Background: an optimization exercise with open tools, aiming at small area. Do not read the settings as production practice. The RTL was checked by simulation tests, not by an equivalence proof against the original design. Power figures rest on the tool's default switching activity, not on a simulated workload.

File: flow/design.v
module Brick_Escape
	(
		CLOCK_50,
		rst,
		KEY,
		SW,
		HEX0,
		HEX1,
		HEX2,
		HEX3,
		HEX4,
		HEX5,
		HEX6,
		HEX7,
		fb_x,
		fb_y,
		fb_colour
	);
	input			CLOCK_50;
	input			rst;
	input   [9:0]   SW;
	input   [3:0]   KEY;
	output  [7:0]   HEX0;
	output  [7:0]   HEX1;
	output  [7:0]   HEX2;
	output  [7:0]   HEX3;
	output  [7:0]   HEX4;
	output  [7:0]   HEX5;
	output  [7:0]   HEX6;
	output  [7:0]   HEX7;
	output  [6:0]   fb_x;
	output  [6:0]   fb_y;
	output  [2:0]   fb_colour;
	wire clk = CLOCK_50;
	wire resetn = ~SW[0];
	reg [9:0] rcnt;
	reg update;
	always @(posedge clk)
		if (rst) begin rcnt <= 10'd0; update <= 1'b0; end
		else begin rcnt <= rcnt + 1'b1; update <= (rcnt == 10'd1023); end
	reg [6:0] playerx, playery;
	reg collided, wonGame, clear_screen;
	always @(posedge clk)
		if (rst || collided || ~resetn || wonGame) begin
			playerx <= 7'd15;
			playery <= 7'd2;
		end else if (update) begin
			playerx <= playerx + {{6{~KEY[3] & KEY[0]}}, KEY[3] ^ KEY[0]};	 
			playery <= playery + {{6{~KEY[2] & KEY[1]}}, KEY[2] ^ KEY[1]};
		end
	wire [49:0] tri_all;
	EnemyPhase phase(clk, rst, update, resetn, tri_all);
	reg [6:0] enemyIterator;
	reg [6:0] collisionIterator;
	wire [6:0] enemyx, enemyy, collisionx, collisiony;
	EnemyRead rd_draw(enemyIterator, tri_all, enemyx, enemyy);
	EnemyRead rd_coll(collisionIterator, tri_all, collisionx, collisiony);
	wire [6:0] px = playerx, py = playery;
	wire on_path =
			((7'd11 <= px && px <= 7'd21) && (py <= 7'd40)) ||
			((7'd11 <= px && px <= 7'd36) && (7'd40 <= py && py <= 7'd42)) ||
			((7'd26 <= px && px <= 7'd36) && (7'd10 <= py && py <= 7'd42)) ||
			((7'd36 <= px && px <= 7'd43) && (7'd10 <= py && py <= 7'd30)) ||
			((7'd43 <= px && px <= 7'd51) && (7'd10 <= py && py <= 7'd60)) ||
			((7'd11 <= px && px <= 7'd51) && (7'd60 <= py && py <= 7'd70)) ||
			((7'd11 <= px && px <= 7'd21) && (7'd70 <= py && py <= 7'd75)) ||
			((7'd11 <= px && px <= 7'd51) && (7'd75 <= py && py <= 7'd83)) ||
			((7'd41 <= px && px <= 7'd51) && (7'd83 <= py && py <= 7'd88)) ||
			((7'd11 <= px && px <= 7'd51) && (7'd88 <= py && py <= 7'd94)) ||
			((7'd11 <= px && px <= 7'd15) && (7'd95 <= py && py <= 7'd99)) ||
			((7'd11 <= px && px <= 7'd66) && (7'd96 <= py && py <= 7'd99)) ||
			((7'd56 <= px && px <= 7'd66) && (7'd10 <= py && py <= 7'd96)) ||
			((7'd66 <= px && px <= 7'd86) && (7'd10 <= py && py <= 7'd40)) ||
			((7'd76 <= px && px <= 7'd77) && (7'd40 <= py && py <= 7'd100)) ||
			((7'd11 <= px && px <= 7'd77) && (7'd101 <= py && py <= 7'd110)) ||
			((7'd11 <= px && px <= 7'd31) && (7'd110 <= py && py <= 7'd115)) ||
			((7'd11 <= px && px <= 7'd96) && (7'd115 <= py && py <= 7'd120)) ||
			((7'd86 <= px && px <= 7'd96) && (7'd50 <= py && py <= 7'd115)) ||
			((7'd96 <= px) && (7'd50 <= py && py <= 7'd54));
	always @(posedge clk)
		if (rst) begin
			collisionIterator <= 7'd0;
			collided <= 1'b0;
			wonGame <= 1'b0;
			clear_screen <= 1'b0;
		end else begin
			if (collisionIterator[6] & collisionIterator[1])	 
				collisionIterator <= 7'd0;
			else begin
				collisionIterator <= collisionIterator + 1'b1;
				if (px == collisionx && py == collisiony)
					collided <= 1'b1;
				else begin
					collided <= ~on_path;
					clear_screen <= ~on_path;
				end
			end
			wonGame <= (px == 7'd125) && (py > 7'd50) && (py < 7'd55);
		end
	reg [1:0] state;
	reg go_next;
	wire print_path    = (state == 2'd0);
	wire update_player = (state == 2'd1);
	wire update_enemy  = (state == 2'd2);
	wire wait_screen   = (state == 2'd3);
	always @(posedge clk)
		if (rst || ~resetn) state <= 2'd0;
		else if (go_next || wait_screen) state <= state + 1'b1;
	reg [6:0] csx, csy;
	reg cleared;
	reg [6:0] pathx, pathy;
	reg [4:0] pidx;
	reg get_new_path;
	reg [6:0] x, y;
	reg [2:0] colour;
	wire [6:0] begx1, begy, endx, endx1, endy;
	wire [34:0] prom_lo =
		(pidx[3:0] == 4'd0) ? {7'd11, 7'd0, 7'd20, 7'd21, 7'd40} :
		(pidx[3:0] == 4'd1) ? {7'd11, 7'd40, 7'd35, 7'd36, 7'd42} :
		(pidx[3:0] == 4'd2) ? {7'd26, 7'd10, 7'd35, 7'd36, 7'd42} :
		(pidx[3:0] == 4'd3) ? {7'd36, 7'd10, 7'd42, 7'd43, 7'd30} :
		(pidx[3:0] == 4'd4) ? {7'd43, 7'd10, 7'd50, 7'd51, 7'd60} :
		(pidx[3:0] == 4'd5) ? {7'd11, 7'd60, 7'd50, 7'd51, 7'd70} :
		(pidx[3:0] == 4'd6) ? {7'd11, 7'd70, 7'd20, 7'd21, 7'd75} :
		(pidx[3:0] == 4'd7) ? {7'd11, 7'd75, 7'd50, 7'd51, 7'd83} :
		(pidx[3:0] == 4'd8) ? {7'd41, 7'd83, 7'd50, 7'd51, 7'd88} :
		(pidx[3:0] == 4'd9) ? {7'd11, 7'd88, 7'd50, 7'd51, 7'd94} :
		(pidx[3:0] == 4'd10) ? {7'd11, 7'd95, 7'd14, 7'd15, 7'd99} :
		(pidx[3:0] == 4'd11) ? {7'd11, 7'd96, 7'd65, 7'd66, 7'd99} :
		(pidx[3:0] == 4'd12) ? {7'd56, 7'd10, 7'd65, 7'd66, 7'd96} :
		(pidx[3:0] == 4'd13) ? {7'd66, 7'd10, 7'd85, 7'd86, 7'd40} :
		(pidx[3:0] == 4'd14) ? {7'd76, 7'd40, 7'd76, 7'd77, 7'd100} :
		{7'd11, 7'd101, 7'd76, 7'd77, 7'd110};
	wire [34:0] prom_hi =
		(pidx[2:0] == 3'd0) ? {7'd11, 7'd110, 7'd30, 7'd31, 7'd115} :
		(pidx[2:0] == 3'd1) ? {7'd11, 7'd115, 7'd95, 7'd96, 7'd120} :
		(pidx[2:0] == 3'd2) ? {7'd86, 7'd50, 7'd95, 7'd96, 7'd115} :
		(pidx[2:0] == 3'd3) ? {7'd96, 7'd50, 7'd126, 7'd127, 7'd54} :
		{7'd125, 7'd50, 7'd126, 7'd127, 7'd54};
	assign {begx1, begy, endx, endx1, endy} = pidx[4] ? prom_hi : prom_lo;
	wire clr_now = cleared & ~clear_screen;
	wire [6:0] csx1 = csx + 1'b1;
	wire row_end = (pathx == endx1);
	wire path_end = (pathx == endx) && (pathy == endy);
	wire [6:0] pathx1 = pathx + 1'b1;
	wire [6:0] pathy1 = pathy + 1'b1;
	wire [6:0] pathx_n = (get_new_path | row_end) ? begx1 : pathx1;
	wire [6:0] pathy_n = get_new_path ? begy : row_end ? pathy1 : pathy;
	wire draw_step = print_path & clr_now;
	wire clear_step = print_path & ~clr_now;
	wire path_done = draw_step & ~get_new_path & ~row_end & path_end;
	wire last_path = pidx[4] & pidx[2];		 
	wire last_enemy = enemyIterator[6] & enemyIterator[0];	 
	always @(posedge clk) begin
		if (rst) begin
			get_new_path <= 1'b1;
			go_next <= 1'b0;
			x <= 7'd15;
			y <= 7'd2;
			colour <= 3'b011;
			csx <= 7'd0;
			csy <= 7'd0;
			cleared <= 1'b0;
			pidx <= 5'd0;
			enemyIterator <= 7'd0;
		end else if (~resetn) begin
			go_next <= 1'b0;
			x <= 7'd15;
			y <= 7'd2;
			colour <= 3'b011;
		end else begin
			go_next <= update_player | wait_screen | (update_enemy & last_enemy) | (path_done & last_path);
			if (print_path)
				cleared <= clr_now;
			if (clear_step) begin
				x <= csx;
				y <= csy;
				colour <= 3'b000;
				if (&csx[6:1]) begin		 
					csx <= 7'd0;
					csy <= csy + 1'b1;
				end else if (csx == 7'd125 && csy == 7'd126) begin
					csx <= 7'd0;
					csy <= 7'd0;
					cleared <= 1'b1;
				end else
					csx <= csx1;
			end
			if (draw_step) begin
				colour <= last_path ? 3'b011 : 3'b111;
				pathx <= pathx_n;
				pathy <= pathy_n;
				x <= pathx_n;
				y <= pathy_n;
				get_new_path <= path_done;
				if (path_done)
					pidx <= last_path ? 5'd0 : pidx + 1'b1;
			end
			if (update_player) begin
				x <= playerx;
				y <= playery;
				colour <= 3'b011;
			end
			if (update_enemy) begin
				x <= enemyx;
				y <= enemyy;
				colour <= 3'b100;
				enemyIterator <= last_enemy ? 7'd0 : enemyIterator + 1'b1;
			end
		end
	end
	Score score(clk, rst, resetn, collided, wonGame, HEX0, HEX1, HEX2, HEX3, HEX4, HEX5, HEX6, HEX7);
	assign fb_x = x;
	assign fb_y = y;
	assign fb_colour = colour;
endmodule
module Score(clk, rst, resetn, collided, wonGame, HEX0, HEX1, HEX2, HEX3, HEX4, HEX5, HEX6, HEX7);
	input clk, rst, resetn, collided, wonGame;
	output [7:0] HEX0, HEX1, HEX2, HEX3, HEX4, HEX5, HEX6, HEX7;
	reg [9:0] currentScore, bestScore;
	reg [3:0] d1, d2, d3, d4, h1, h2, h3, h4;	 
	reg highScoreExists, resetScore;
	wire clr = ~resetn | resetScore;
	wire c1 = collided & d1[3] & d1[0];		 
	wire c2 = c1 & d2[3] & d2[0];
	wire c3 = c2 & d3[3] & d3[0];
	wire [9:0] cs_n = clr ? 10'd0 : currentScore + {9'd0, collided};
	wire [3:0] d1_n = (clr | c1) ? 4'd0 : d1 + {3'd0, collided};
	wire [3:0] d2_n = (clr | c2) ? 4'd0 : d2 + {3'd0, c1};
	wire [3:0] d3_n = (clr | c3) ? 4'd0 : d3 + {3'd0, c2};
	wire [3:0] d4_n = clr ? 4'd0 : d4 + {3'd0, c3};
	wire take = wonGame && !resetScore && (!highScoreExists || (cs_n < bestScore));
	always @(posedge clk)
		if (rst) begin
			currentScore <= 10'd0;	 
			d1 <= 4'd0; d2 <= 4'd0; d3 <= 4'd0; d4 <= 4'd0;
			h1 <= 4'd0; h2 <= 4'd0; h3 <= 4'd0; h4 <= 4'd0;
			highScoreExists <= 1'b0; resetScore <= 1'b0;
		end else begin
			currentScore <= cs_n;
			d1 <= d1_n; d2 <= d2_n; d3 <= d3_n; d4 <= d4_n;
			resetScore <= take;
			if (take) begin
				h1 <= d1_n; h2 <= d2_n; h3 <= d3_n; h4 <= d4_n;
				bestScore <= cs_n;
				highScoreExists <= 1'b1;
			end
		end
	digit_display hex0(d1, HEX0);
	digit_display hex1(d2, HEX1);
	digit_display hex2(d3, HEX2);
	hex_display hex3(d4, HEX3);
	digit_display hex4(h1, HEX4);
	digit_display hex5(h2, HEX5);
	digit_display hex6(h3, HEX6);
	hex_display hex7(h4, HEX7);
endmodule
module hex_display(IN, OUT);
	input [3:0] IN;
	output [7:0] OUT;
	assign OUT =
		(IN == 4'h0) ? 8'h40 :
		(IN == 4'h1) ? 8'h79 :
		(IN == 4'h2) ? 8'h24 :
		(IN == 4'h3) ? 8'h30 :
		(IN == 4'h4) ? 8'h19 :
		(IN == 4'h5) ? 8'h12 :
		(IN == 4'h6) ? 8'h02 :
		(IN == 4'h7) ? 8'h78 :
		(IN == 4'h8) ? 8'h00 :
		(IN == 4'h9) ? 8'h18 :
		(IN == 4'hA) ? 8'h08 :
		(IN == 4'hB) ? 8'h03 :
		(IN == 4'hC) ? 8'h46 :
		(IN == 4'hD) ? 8'h21 :
		(IN == 4'hE) ? 8'h06 :
		8'h0E;
endmodule
module digit_display(IN, OUT);
	input [3:0] IN;
	output [7:0] OUT;
	wire A = IN[3], B = IN[2], C = IN[1], D = IN[0];
	wire sa = A | C | (B & D) | (~B & ~D);
	wire sb = ~B | (~C & ~D) | (C & D);
	wire sc = B | ~C | D;
	wire sd = (~B & ~D) | (~B & C) | (C & ~D) | (B & ~C & D);	 
	wire se = (~B & ~D) | (C & ~D);
	wire sf = A | (~C & ~D) | (B & ~C) | (B & ~D);
	wire sg = A | (~B & C) | (B & ~C) | (C & ~D);
	assign OUT = {1'b0, ~sg, ~sf, ~se, ~sd, ~sc, ~sb, ~sa};
endmodule
module EnemyPhase(clk, rst, update, resetn, tri_all);
	input clk, rst, update, resetn;
	output [49:0] tri_all;
	reg einit;
	reg [3:0] p16;		 
	reg [3:0] a;		 
	reg [1:0] b;		 
	reg [2:0] e;		 
	reg [2:0] c;		 
	reg d2;				 
	reg [1:0] d3;		 
	wire restart = update & (einit | ~resetn);
	wire step = update & ~einit & resetn;
	wire a9 = a[3] & a[0];		 
	wire c5 = c[2] & c[0];		 
	always @(posedge clk) begin
		if (rst) einit <= 1'b1;
		else if (update) einit <= 1'b0;
		if (rst | restart) begin
			p16 <= 4'd0; a <= 4'd0; b <= 2'd0; e <= 3'd0; c <= 3'd0; d2 <= 1'b0; d3 <= 2'd0;
		end else if (step) begin
			p16 <= p16 + 1'b1;
			a <= a9 ? 4'd0 : a + 1'b1;
			if (a9) begin
				b <= b + 1'b1;
				e <= e[2] ? 3'd0 : e + 1'b1;		 
			end
			c <= c5 ? 3'd0 : c + 1'b1;
			if (c5) begin
				d2 <= ~d2;
				d3 <= d3[1] ? 2'd0 : d3 + 1'b1;		 
			end
		end
	end
	wire [4:0] a5 = {1'b0, a};
	wire [4:0] c5b = {2'b00, c};
	wire a_hi = a[3] | (a[2] & a[1]);		 
	wire c_hi = c[2];						 
	wire [4:0] t2  = {3'b000, p16[1] & ~p16[0], p16[0]};
	wire [4:0] t4  = p16[2] ? 5'd8 - {2'b00, p16[2:0]} : {2'b00, p16[2:0]};
	wire [4:0] t8  = p16[3] ? 5'd16 - {1'b0, p16} : {1'b0, p16};
	wire [4:0] t3  = c_hi ? 5'd6 - c5b : c5b;
	wire [4:0] t6  = d2 ? 5'd6 - c5b : c5b;
	wire [4:0] t9  = d3[1] ? 5'd6 - c5b : ~d3[0] ? c5b : c_hi ? 5'd12 - c5b : 5'd6 + c5b;
	wire [4:0] t5  = a_hi ? 5'd10 - a5 : a5;
	wire [4:0] t10 = b[0] ? 5'd10 - a5 : a5;
	wire [4:0] t20 = b[1] ? (b[0] ? 5'd10 - a5 : 5'd20 - a5) : (b[0] ? 5'd10 + a5 : a5);
	wire [4:0] t25 = e[2] ? 5'd10 - a5 : e[1] ? (e[0] ? 5'd20 - a5 : (a_hi ? 5'd30 - a5 : 5'd20 + a5)) :
	                 (e[0] ? 5'd10 + a5 : a5);
	assign tri_all = {t25, t20, t10, t9, t8, t6, t5, t4, t3, t2};
endmodule
module EnemyRead(idx, tri_all, ex, ey);
	input [6:0] idx;
	input [49:0] tri_all;
	output [6:0] ex, ey;
	wire ax, sg; wire [3:0] g; wire [6:0] base, fix;
	wire [19:0] rom_lo =
		(idx[5:0] == 6'd0) ? {1'b1, 1'b0, 4'd7, 7'd11, 7'd5} :
		(idx[5:0] == 6'd1) ? {1'b1, 1'b1, 4'd7, 7'd106, 7'd15} :
		(idx[5:0] == 6'd2) ? {1'b1, 1'b0, 4'd7, 7'd11, 7'd10} :
		(idx[5:0] == 6'd3) ? {1'b1, 1'b1, 4'd7, 7'd106, 7'd20} :
		(idx[5:0] == 6'd4) ? {1'b1, 1'b0, 4'd7, 7'd11, 7'd30} :
		(idx[5:0] == 6'd5) ? {1'b1, 1'b1, 4'd7, 7'd106, 7'd35} :
		(idx[5:0] == 6'd6) ? {1'b1, 1'b0, 4'd7, 7'd41, 7'd85} :
		(idx[5:0] == 6'd7) ? {1'b1, 1'b0, 4'd9, 7'd11, 7'd41} :
		(idx[5:0] == 6'd8) ? {1'b0, 1'b0, 4'd0, 7'd40, 7'd23} :
		(idx[5:0] == 6'd9) ? {1'b0, 1'b0, 4'd8, 7'd10, 7'd38} :
		(idx[5:0] == 6'd10) ? {1'b1, 1'b0, 4'd5, 7'd43, 7'd31} :
		(idx[5:0] == 6'd11) ? {1'b1, 1'b1, 4'd5, 7'd76, 7'd41} :
		(idx[5:0] == 6'd12) ? {1'b1, 1'b0, 4'd5, 7'd43, 7'd51} :
		(idx[5:0] == 6'd13) ? {1'b1, 1'b1, 4'd5, 7'd76, 7'd59} :
		(idx[5:0] == 6'd14) ? {1'b0, 1'b0, 4'd7, 7'd60, 7'd40} :
		(idx[5:0] == 6'd15) ? {1'b0, 1'b1, 4'd7, 7'd57, 7'd35} :
		(idx[5:0] == 6'd16) ? {1'b0, 1'b0, 4'd7, 7'd60, 7'd30} :
		(idx[5:0] == 6'd17) ? {1'b0, 1'b1, 4'd7, 7'd57, 7'd25} :
		(idx[5:0] == 6'd18) ? {1'b0, 1'b0, 4'd7, 7'd60, 7'd15} :
		(idx[5:0] == 6'd19) ? {1'b1, 1'b0, 4'd7, 7'd11, 7'd72} :
		(idx[5:0] == 6'd20) ? {1'b0, 1'b0, 4'd5, 7'd75, 7'd30} :
		(idx[5:0] == 6'd21) ? {1'b0, 1'b1, 4'd5, 7'd44, 7'd38} :
		(idx[5:0] == 6'd22) ? {1'b0, 1'b0, 4'd4, 7'd88, 7'd35} :
		(idx[5:0] == 6'd23) ? {1'b0, 1'b0, 4'd4, 7'd88, 7'd19} :
		(idx[5:0] == 6'd24) ? {1'b0, 1'b1, 4'd1, 7'd28, 7'd20} :
		(idx[5:0] == 6'd25) ? {1'b0, 1'b0, 4'd1, 7'd96, 7'd23} :
		(idx[5:0] == 6'd26) ? {1'b0, 1'b1, 4'd1, 7'd28, 7'd26} :
		(idx[5:0] == 6'd27) ? {1'b0, 1'b0, 4'd1, 7'd96, 7'd29} :
		(idx[5:0] == 6'd28) ? {1'b0, 1'b1, 4'd1, 7'd28, 7'd32} :
		(idx[5:0] == 6'd29) ? {1'b0, 1'b0, 4'd1, 7'd96, 7'd35} :
		(idx[5:0] == 6'd30) ? {1'b0, 1'b1, 4'd1, 7'd28, 7'd38} :
		(idx[5:0] == 6'd31) ? {1'b0, 1'b0, 4'd1, 7'd96, 7'd41} :
		(idx[5:0] == 6'd32) ? {1'b0, 1'b1, 4'd1, 7'd28, 7'd44} :
		(idx[5:0] == 6'd33) ? {1'b0, 1'b0, 4'd1, 7'd96, 7'd47} :
		(idx[5:0] == 6'd34) ? {1'b1, 1'b0, 4'd7, 7'd56, 7'd88} :
		(idx[5:0] == 6'd35) ? {1'b1, 1'b1, 4'd7, 7'd61, 7'd80} :
		(idx[5:0] == 6'd36) ? {1'b1, 1'b0, 4'd7, 7'd56, 7'd70} :
		(idx[5:0] == 6'd37) ? {1'b1, 1'b1, 4'd7, 7'd61, 7'd65} :
		(idx[5:0] == 6'd38) ? {1'b1, 1'b0, 4'd7, 7'd56, 7'd55} :
		(idx[5:0] == 6'd39) ? {1'b1, 1'b1, 4'd7, 7'd61, 7'd50} :
		(idx[5:0] == 6'd40) ? {1'b0, 1'b1, 4'd2, 7'd87, 7'd76} :
		(idx[5:0] == 6'd41) ? {1'b1, 1'b0, 4'd4, 7'd73, 7'd40} :
		(idx[5:0] == 6'd42) ? {1'b0, 1'b0, 4'd6, 7'd101, 7'd76} :
		(idx[5:0] == 6'd43) ? {1'b0, 1'b1, 4'd6, 7'd17, 7'd65} :
		(idx[5:0] == 6'd44) ? {1'b0, 1'b1, 4'd6, 7'd17, 7'd60} :
		(idx[5:0] == 6'd45) ? {1'b0, 1'b1, 4'd6, 7'd17, 7'd55} :
		(idx[5:0] == 6'd46) ? {1'b0, 1'b1, 4'd6, 7'd17, 7'd50} :
		(idx[5:0] == 6'd47) ? {1'b0, 1'b0, 4'd6, 7'd101, 7'd45} :
		(idx[5:0] == 6'd48) ? {1'b0, 1'b0, 4'd6, 7'd101, 7'd40} :
		(idx[5:0] == 6'd49) ? {1'b0, 1'b0, 4'd6, 7'd101, 7'd35} :
		(idx[5:0] == 6'd50) ? {1'b0, 1'b0, 4'd6, 7'd101, 7'd30} :
		(idx[5:0] == 6'd51) ? {1'b0, 1'b1, 4'd6, 7'd17, 7'd25} :
		(idx[5:0] == 6'd52) ? {1'b0, 1'b0, 4'd6, 7'd101, 7'd20} :
		(idx[5:0] == 6'd53) ? {1'b0, 1'b1, 4'd6, 7'd17, 7'd15} :
		(idx[5:0] == 6'd54) ? {1'b0, 1'b0, 4'd6, 7'd101, 7'd11} :
		(idx[5:0] == 6'd55) ? {1'b1, 1'b0, 4'd8, 7'd11, 7'd112} :
		(idx[5:0] == 6'd56) ? {1'b0, 1'b0, 4'd3, 7'd115, 7'd35} :
		(idx[5:0] == 6'd57) ? {1'b0, 1'b0, 4'd3, 7'd115, 7'd40} :
		(idx[5:0] == 6'd58) ? {1'b0, 1'b1, 4'd3, 7'd7, 7'd45} :
		(idx[5:0] == 6'd59) ? {1'b0, 1'b1, 4'd3, 7'd7, 7'd50} :
		(idx[5:0] == 6'd60) ? {1'b0, 1'b0, 4'd3, 7'd115, 7'd55} :
		(idx[5:0] == 6'd61) ? {1'b0, 1'b0, 4'd3, 7'd115, 7'd60} :
		(idx[5:0] == 6'd62) ? {1'b0, 1'b1, 4'd3, 7'd7, 7'd65} :
		{1'b0, 1'b1, 4'd3, 7'd7, 7'd70};
	wire [19:0] rom_hi = idx[0] ? {1'b0, 1'b0, 4'd3, 7'd115, 7'd80} : {1'b0, 1'b0, 4'd3, 7'd115, 7'd75};
	assign {ax, sg, g, base, fix} = idx[6] ? rom_hi : rom_lo;
	wire [4:0] t = tri_all[g*5 +: 5];
	wire [6:0] mv = (base + {2'b00, t}) ^ {7{sg}};    
	assign ex = ax ? mv : fix;
	assign ey = ax ? fix : mv;
endmodule
File: flow/flow/run.sh
#!/bin/bash
# Own flow: the standard ORFS flow (standard.sh), with these changes:
#  - synthesis: ABC maps the combinational logic with flow/abc_area.script (deep AIG
#    synthesis, then area-oriented mapping) instead of ORFS's abc_area.script, and without
#    the full/half-adder extraction (ADDER_MAP_FILE empty), so ABC sees adders as logic.
#    The deep synthesis is randomised: it runs with three seeds at once (the main run in
#    standard.sh's folder, two more in side folders) and the smallest netlist is kept.
#    Registers are untouched: Yosys creates and names them before ABC runs.
#  - every port still gets its buffer, but the smallest one (buf_1);
#  - clock tree from clkbuf_16 cells, without dummy loads.
set -euo pipefail
here=$PWD
mk_scripts() {  # mk_scripts DIR SEED
  rm -rf "$1"; cp -r "$FLOW_HOME/scripts" "$1"
  sed "s/@SEED@/$2/" flow/abc_area.script > "$1/abc_area.script"
}
mk_scripts scripts_s1 1
mk_scripts scripts_s2 2
mk_scripts scripts_s3 3
# side synthesis runs: standard.sh's make command with another WORK_HOME
for s in 2 3; do
  mkdir -p side_s$s
  grep '^make ' standard.sh | sed -e "s#WORK_HOME=[^ ]*#WORK_HOME=$here/side_s$s/orfs#" \
    -e 's#"${@:-finish}"#ADDER_MAP_FILE= synth#' > side_s$s/synth.sh
  ( export SCRIPTS_DIR="$here/scripts_s$s"; bash side_s$s/synth.sh > side_s$s/synth_make.log 2>&1 ) &
done
SCRIPTS_DIR="$here/scripts_s1" bash standard.sh ADDER_MAP_FILE= synth > synth_make_s1.log 2>&1
wait
res=orfs/results/sky130hd/Brick_Escape/base
rep=orfs/reports/sky130hd/Brick_Escape/base
area() { grep "Chip area" "$1" | awk '{print $NF}'; }
best=1; best_a=$(area $rep/synth_stat.txt)
for s in 2 3; do
  f=side_s$s/$rep/synth_stat.txt
  if [[ -f side_s$s/$res/1_2_yosys.v && -f $f ]]; then
    a=$(area $f)
    if awk -v a="$a" -v b="$best_a" 'BEGIN{exit !(a < b)}'; then best=$s; best_a=$a; fi
  fi
done
echo "synthesis areas: s1 $(area $rep/synth_stat.txt) s2 $(area side_s2/$rep/synth_stat.txt 2>/dev/null) s3 $(area side_s3/$rep/synth_stat.txt 2>/dev/null); kept s$best" > synth_choice.log
if [[ $best != 1 ]]; then
  cp side_s$best/$res/1_2_yosys.v $res/1_2_yosys.v
  cp side_s$best/$rep/synth_stat.txt $rep/synth_stat.txt
  rm -f $res/1_synth.odb $res/1_synth.v
fi
SCRIPTS_DIR="$here/scripts_s1" bash standard.sh ADDER_MAP_FILE= \
  "BUFFER_PORTS_ARGS=-buffer_cell sky130_fd_sc_hd__buf_1" \
  "CTS_ARGS=-sink_clustering_enable -repair_clock_nets -dont_use_dummy_load -buf_list sky130_fd_sc_hd__clkbuf_16" \
  finish > flow_make.log 2>&1
File: flow/flow/abc_area.script
strash
&get -n
&fraig -x
&put
scorr
dc2
strash
&get -n
&deepsyn -T 240 -S @SEED@
&put
&get -n
&dch -f
&nf
&put
File: flow/standard.sh
#!/bin/bash
# synth_recipe.tcl (not shown) runs the flow's synth.tcl, then flattens the netlist and writes it again
# the make line also repeats each setting of config.mk as NAME=value (left out here)
make -C /OpenROAD-flow-scripts/flow DESIGN_CONFIG=/design/flow/config.mk WORK_HOME=/design/flow/orfs CLKGATE_MAP_FILE= SYNTH_SCRIPT=/design/flow/synth_recipe.tcl "${@:-finish}"
File: flow/config.mk
export PLATFORM = sky130hd
export DESIGN_NAME = Brick_Escape
export DESIGN_NICKNAME = Brick_Escape
export VERILOG_FILES = /design/flow/design.v
export SDC_FILE = /design/flow/constraint.sdc
export NUM_CORES = 4
export LEC_CHECK = 0
export ABC_AREA = 1
export CAP_MARGIN = 40
export CORE_MARGIN = 2
export CORE_UTILIZATION = 60
export SLEW_MARGIN = 20
File: flow/constraint.sdc
create_clock -name core_clock -period 10.0 [get_ports {CLOCK_50}]
set_input_delay 2.0000 -clock core_clock [delete_from_list [all_inputs] [get_ports {CLOCK_50}]]
set_output_delay 2.0000 -clock core_clock [all_outputs]
set_load 0.01 [all_outputs]
==> notes.md, run 1 <==
status complete, no violations; FFs w/ async S/R, synth 0; cts repair resizes 0; fmax 178 MHz; TritonRoute pass-1 iters 8; Setup Skew 0.0241 ns; top cell type's share of synthesized area 0.230; Synth Flop Type dfxtp_1; Reg power frac 0.488; final core occ 0.666; # diodes 0; switch share 0.262; pin count of the biggest net entering global routing 44; total number of vias 14200; All-Layer GR Usage 0.340; commonest non-fill, non-tap cell in the layout nor2_1; Leakage Power 4.83 nW; Clk Latency, worst-skew pair 0.43 ns; setup bufs post-CTS 0; Avg Cell Area, Syn 7.30 um2; Sw Pwr 0.000381 W; CP startpoint kind primary input; initial antenna violation count 0; PD cells 105 mW/mm2; number of routed nets with antenna violations 0; Layout area overhead 9.36%; post-synthesis register bit count 170; vias in the first global route 12500; Initial Util 0.609; M2 GR Usage 0.570; setup_tns 0 ns; Max-slew headroom 0.408; DIE HEIGHT 150 um; clock group share of total power 0.365; clk sink count 170; Site Rows 53; Synth Cell Area 0.0127 mm2; routability cong. 1.01; CP arrival 5.93 ns; global route overflow 0; critical path capture point type register; final worst slack 4.38 ns; Tcrit/Tclk final 0.562; cell count after placement 2117; GRT met1 Usage 0.440; area of the die 0.0224 mm2; Setup CP Type primary input to register; combinational power share 0.147; First DRT Iteration DRCs 1662; count of cell types in the netlist 74; Post-synth EDFFs 24; H-tree depth 4; CTS Buf Count 17; # port buffers 79; die width 150 um; CTS root buffer clkbuf_16; vias per cell 6.64; maxcap violations 0; setup violators final 0; Setup WS pre-CTS 3.95 ns; register area share after synthesis 0.286; final WL 39.1 mm; worst hold path class register to register; worst path required time 10.31 ns; busiest grt layer met2; most frequent cells in the layout nor2_1, nand2_1, a21oi_1; CTS Hold Bufs 0; Finished Layout Cells 2135; cells after synthesis 1743; Final nets 1878; critical path fanouts, max 21; Slew Limit Fails 0; routed len/inst 18.3 um; dpl hpwl 28.5 mm; RSZ-0062 raised after global routing no; ranking of synthesized cells by area dfxtp_1, a21oi_1, nor2_1; Fin. Hold Viols 0; VDD IR max 0.114 mV; worst-margin pin slew 0.875 ns; Synth area leader dfxtp_1; core area 0.0209 mm2; grt met3 use 0.0537; # DRC 0; clock buffer depth 2; layout cell share with drive strength beyond 1 0.0220; Synth Warn # 3; CTS clk-pin slew, worst paths 0.06 ns; IO Pins 97; global-route wire length before repair 62.3 mm; Pint 0.00107 W; CTS tree done; clock period minus worst slack 5.62 ns
## worst paths after layout
path                            slack (ns)                  start               endpoint  cells after the start
worst min register to register        0.45  score.highScoreExists  score.highScoreExists                      2
worst max-delay path                  4.38                  SW[0]            score.h2[3]                     15
worst max register to register        4.43   collisionIterator[5]               collided                     18
worst min-delay path                  0.45  score.highScoreExists  score.highScoreExists                      2
## flip-flops by register name (all words and copies together) (netlist names), 5 cells and up
| register | flops |
|---|---|
| score.bestScore | 10 |
| pathx | 7 |
| rcnt | 10 |
| score.currentScore | 10 |
| pidx | 5 |
| x | 7 |
| playery | 7 |
| pathy | 7 |
| enemyIterator | 7 |
| csy | 7 |
| playerx | 7 |
| y | 7 |
| csx | 7 |
| collisionIterator | 7 |
## power groups by stage
| stage | clock network, W | registers [W] | logic, W |
|---|---|---|---|
| after detailed placement | 0 | 0.000725 | 0.000209 |
| after global placement | 0 | 0.000725 | 0.000207 |
| after floorplan | 0 | 0.000730 | 0.000148 |
| final | 0.000532 | 0.000711 | 0.000214 |
| after global routing | 0.000564 | 0.000711 | 0.000235 |
| after CTS | 0.000541 | 0.000710 | 0.000210 |
## synth_stat cells, types with 10 or more instances
cell	number
and3_1	36
a31oi_1	20
nand3_1	66
edfxtp_1	24
and2_0	31
a21oi_1	173
or3_1	16
o31ai_1	11
xnor2_1	64
nor2b_1	38
nand2_1	188
o21ai_0	124
o22ai_1	10
dfxtp_1	146
o21a_1	20
nor3b_1	11
nand4_1	12
xor2_1	30
mux2i_1	11
a22oi_1	16
nor2_1	226
a22o_1	12
a21boi_0	11
a211oi_1	32
nor3_1	81
o211ai_1	19
or2_0	21
a211o_1	10
clkinv_1	46
nor4_1	22
nand2b_1	48
a21o_1	13
## layout make-up
class                   instances  area, um2
well taps                     275        344
fillers                      1851       6970
inverters                      46        173
repair buffers                102        457
clock buffers                  17        425
flip-flops and latches        170       3640
multi-input cells            1525       8870
## kinds of logic (layout without fill, tap and decap cells)
| group | count (synthesis) | count (layout) | synth area share |
|---|---|---|---|
| compound gates | 569 | 569 | 0.290 |
| xor+xnor | 95 | 95 | 0.0665 |
| fa+ha+maj | 6 | 6 | 0.00472 |
| buf+inv | 55 | 165 | 0.0189 |
| flops | 170 | 170 | 0.286 |
| mux | 19 | 19 | 0.0157 |
| other cells | 1 | 8 | 0.000295 |
| simple gates | 828 | 828 | 0.318 |
## metal layers
metal  share of wire  vias up  wire length, um
met4           0.035        0             1350
met3           0.085      125             3340
met5               0        -                0
met1            0.41     6513            16200
li1                -     6752                -
met2            0.47      790            18200
## critical path: stages
cell and delay [ns]:
buf_1 0.25, or2_0 0.46, or3_1 0.46, maj3_1 0.35, maj3_1 0.36, maj3_1 0.35, a21oi_1 0.12, nor2_1 0.06
a221oi_1 0.22, o21ai_0 0.17, o221ai_1 0.10, a21oi_1 0.25, nor2_1 0.15, buf_4 0.28, mux2_1 0.35
## metrics by stage
stage | hold slack [ns] | instance area [um2] | total power, W
6_report | 0.450 | 13900 | 0.00146
5_1_grt | 0.467 | 13900 | 0.00151
4_1_cts | 0.447 | 13900 | 0.00146
3_5_place_dp | 0.439 | 13500 | 0.000934
3_3_place_gp | 0.427 | 13500 | 0.000932
2_1_floorplan | 0.415 | 12800 | 0.000878
==> run 2: changes to the inputs <==
--- a/flow/flow/run.sh
+++ b/flow/flow/run.sh
@@ -7,7 +7,7 @@
 #    standard.sh's folder, two more in side folders) and the smallest netlist is kept.
 #    Registers are untouched: Yosys creates and names them before ABC runs.
 #  - every port still gets its buffer, but the smallest one (buf_1);
-#  - clock tree from clkbuf_16 cells, without dummy loads.
+#  - clock tree from clkbuf_8 cells, without dummy loads.
 set -euo pipefail
 here=$PWD
 mk_scripts() {  # mk_scripts DIR SEED
@@ -45,5 +45,5 @@
 fi
 SCRIPTS_DIR="$here/scripts_s1" bash standard.sh ADDER_MAP_FILE= \
   "BUFFER_PORTS_ARGS=-buffer_cell sky130_fd_sc_hd__buf_1" \
-  "CTS_ARGS=-sink_clustering_enable -repair_clock_nets -dont_use_dummy_load -buf_list sky130_fd_sc_hd__clkbuf_16" \
+  "CTS_ARGS=-sink_clustering_enable -repair_clock_nets -dont_use_dummy_load -buf_list sky130_fd_sc_hd__clkbuf_8" \
   finish > flow_make.log 2>&1
==> notes.md, run 2 <==
status complete, no violations; Post-synth EDFFs 24; vias per cell 6.67; CP arrival 6.19 ns; worst path required time 10.38 ns; reg-to-reg endpoint collided; Final nets 1881; cells after synthesis 1739; critical path capture point type register; worst r2r src collisionIterator[3]; cells on worst reg2reg path 18; layout cell share with drive strength beyond 1 0.0252; routability cong. 1.01; critical path fanouts, max 29; initial antenna violation count 0; TritonRoute pass-1 iters 6; PD cells 87.0 mW/mm2; area of the die 0.0221 mm2; largest stage delay on the critical path 0.65 ns; Setup Skew 0.0331 ns; critical-path cell list buf_4, and4b_1, nor2b_1, nor3_1, buf_2, nand4_1, a221oi_1, o211ai_1, nor2b_1, maj3_1, maj3_1, maj3_1, o21ai_0, a2bb2oi_1, xnor2_1, a2111oi_0, o31ai_1, a21oi_1; pin count of the biggest net entering global routing 34; register area share after synthesis 0.290; Leakage Power 4.82 nW; Synth area leader dfxtp_1; count of cell types in the netlist 70; ranking of synthesized cells by area dfxtp_1, nor2_1, a21oi_1; hold worst-path end rcnt[9]; RSZ-0062 raised after global routing no; IO Pins 97; FFs w/ async S/R, synth 0; All-Layer GR Usage 0.348; routed len/inst 18.4 um; Clk Latency, worst-skew pair 0.47 ns; CP startpoint kind register; most frequent cells in the layout nor2_1, nand2_1, a21oi_1; most common cell in the netlist nor2_1; setup violators final 0; vias in the first global route 12800; Initial Util 0.616; final core occ 0.667; Synth top cells by count nor2_1, nand2_1, a21oi_1; Tcrit/Tclk final 0.581; CTS clk-pin slew, worst paths 0.09 ns; Setup CP Type register to register; Slowest-stage cell, CP nor3_1; most used cell, CP maj3_1; Slew Limit Fails 0; Synth Warn # 3; hold_sp rcnt[9]; H-tree depth 4; Pint 0.000885 W; cts repair resizes 0; total number of vias 14200; # port buffers 79; CTS Hold Bufs 0; CTS tree done; commonest non-fill, non-tap cell in the layout nor2_1; Sw Pwr 0.000298 W; worst hold path class register to register; sequential cell area 0.00364 mm2; area of the multi-input gates 0.00860 mm2; Fin. Hold Viols 0; GRT met1 Usage 0.469; Largest regs rcnt (10), score.bestScore (10), score.currentScore (10); clk sink count 170; VDD IR max 0.0910 mV; Reg2Reg Setup Slack 4.19 ns; Synth Cell Area 0.0125 mm2; busiest grt layer met2; CTS Buf Count 17; worst-margin pin slew 0.834 ns; combinational power share 0.096; number of routed nets with antenna violations 0; die width 149 um; # DRC 0; dpl hpwl 29.0 mm; clock group share of total power 0.309; post-synthesis register bit count 170; M2 GR Usage 0.565; core area 0.0204 mm2; fmax 172 MHz; Max-slew headroom 0.442; maxcap violations 0; CTS root buffer clkbuf_8; global-route wire length before repair 63.4 mm; # fillers 1831; global route overflow 0; Reg power frac 0.595; Avg Cell Area, Syn 7.21 um2; First DRT Iteration DRCs 1675; clock period minus worst slack 5.81 ns; hold-critical path depth 1; # diodes 0; final WL 39.2 mm; Site Rows 52; setup bufs post-CTS 0; switch share 0.252; Synth Flop Type dfxtp_1; setup_tns 0 ns; grt met3 use 0.0552; DIE HEIGHT 149 um; clock buffer depth 2; top cell type's share of synthesized area 0.233; Layout area overhead 8.33%
run 2: power by group through the flow:
stage               combinational [W]  clock (W)  sequential, W
CTS                          0.000111   0.000371       0.000703
detailed placement           0.000111          0       0.000719
global placement             0.000109          0       0.000718
global route                 0.000125   0.000395       0.000704
finish                       0.000114   0.000365       0.000703
floorplan                   0.0000742          0       0.000722
run 2: cell families (layout without fill, tap and decap cells):
logic type / Yosys count / count (layout) / synth area share
AOI/OAI and AO/OA: 583 / 583 / 0.298
adders and majority gates: 7 / 7 / 0.00559
and+or+nand+nor: 793 / 793 / 0.302
other: 1 / 8 / 0.000299
muxes: 22 / 22 / 0.0188
DFF: 170 / 170 / 0.290
buffers and inverters: 79 / 196 / 0.0263
xor gates and xnor gates: 84 / 84 / 0.0587
run 2: how the worst max path moves through the flow:
stage | from | cells after the start | endpoint
floorplan | SW[0] | 13 | score.h1[0]
global placement | enemyIterator[4] | 16 | y[6]
detailed placement | SW[0] | 14 | score.h4[3]
CTS | enemyIterator[4] | 16 | y[6]
global route | collisionIterator[3] | 18 | collided
finish | collisionIterator[3] | 18 | collided
run 2: stage by stage:
stage                     cell area (um2)  setup WS [ns]  instances  power [W]  hold slack [ns]
after CTS                           13500           4.13       2126    0.00119            0.448
after global placement              13300           3.91       2105   0.000827            0.428
after floorplan                     12600           4.81       1746   0.000797            0.418
after global routing                13600           3.72       2133    0.00122            0.467
final                               13600           4.19       2133    0.00118            0.446
after detailed placement            13300           3.80       2109   0.000829            0.431
run 2: area by class of cell:
cell class                      instances  share of cell area
Multi-Input combinational cell       1497               0.633
Timing Repair Buffer                  109              0.0378
Inverter                               70              0.0193
Clock buffer                           17              0.0172
Tap cell                              270              0.0249
Sequential cell                       170               0.268
run 2: metal layers:
metal	wire length, um	share of wire
met1	16000	0.41
met2	18000	0.46
met3	4000	0.10
met4	1270	0.032
met5	0	0
run 2: critical path: cells and delay by family (launching register included):
kind,cells,cell delay (ns)
XOR/XNOR,1,0.10
flip-flops,1,0.32
buffers and inverters,2,0.57
AND/OR/NAND/NOR,5,1.45
AO/OA/AOI/OAI,7,2.06
adder cells (fa/ha/maj),3,1.20

[separate check: timing with driven ports]
The results above use ideal ports. As a check the final layouts listed here were re-extracted and re-timed, cells and wires unchanged.
Step 1: set_driving_cell puts a clkbuf_16 on CLOCK_50 and a buf_2 on each other input, an assumption about the parent block.
Step 2, shift: input delay + t, output delay - t, t = (earliest + latest rising clock arrival at the registers) / 2. This alone moves slack from input paths to output paths.
Three values: ideal ports, drivers, drivers and shift; two values: the first two.
| run | t, ns | slack for setup (ns) | worst register clock-pin slew, ns |
|---|---|---|---|
| run 1 | 0.469 | 4.381 / 4.410 / 3.941 | 0.07 / 0.07 |
| run 2 | 0.499 | 4.190 / 4.190 / 3.901 | 0.10 / 0.10 |
After both steps every run listed still meets setup and hold. For run 1, which loses most, drivers alone change the setup slack by +0.029 ns; drivers and shift together by -0.440 ns.
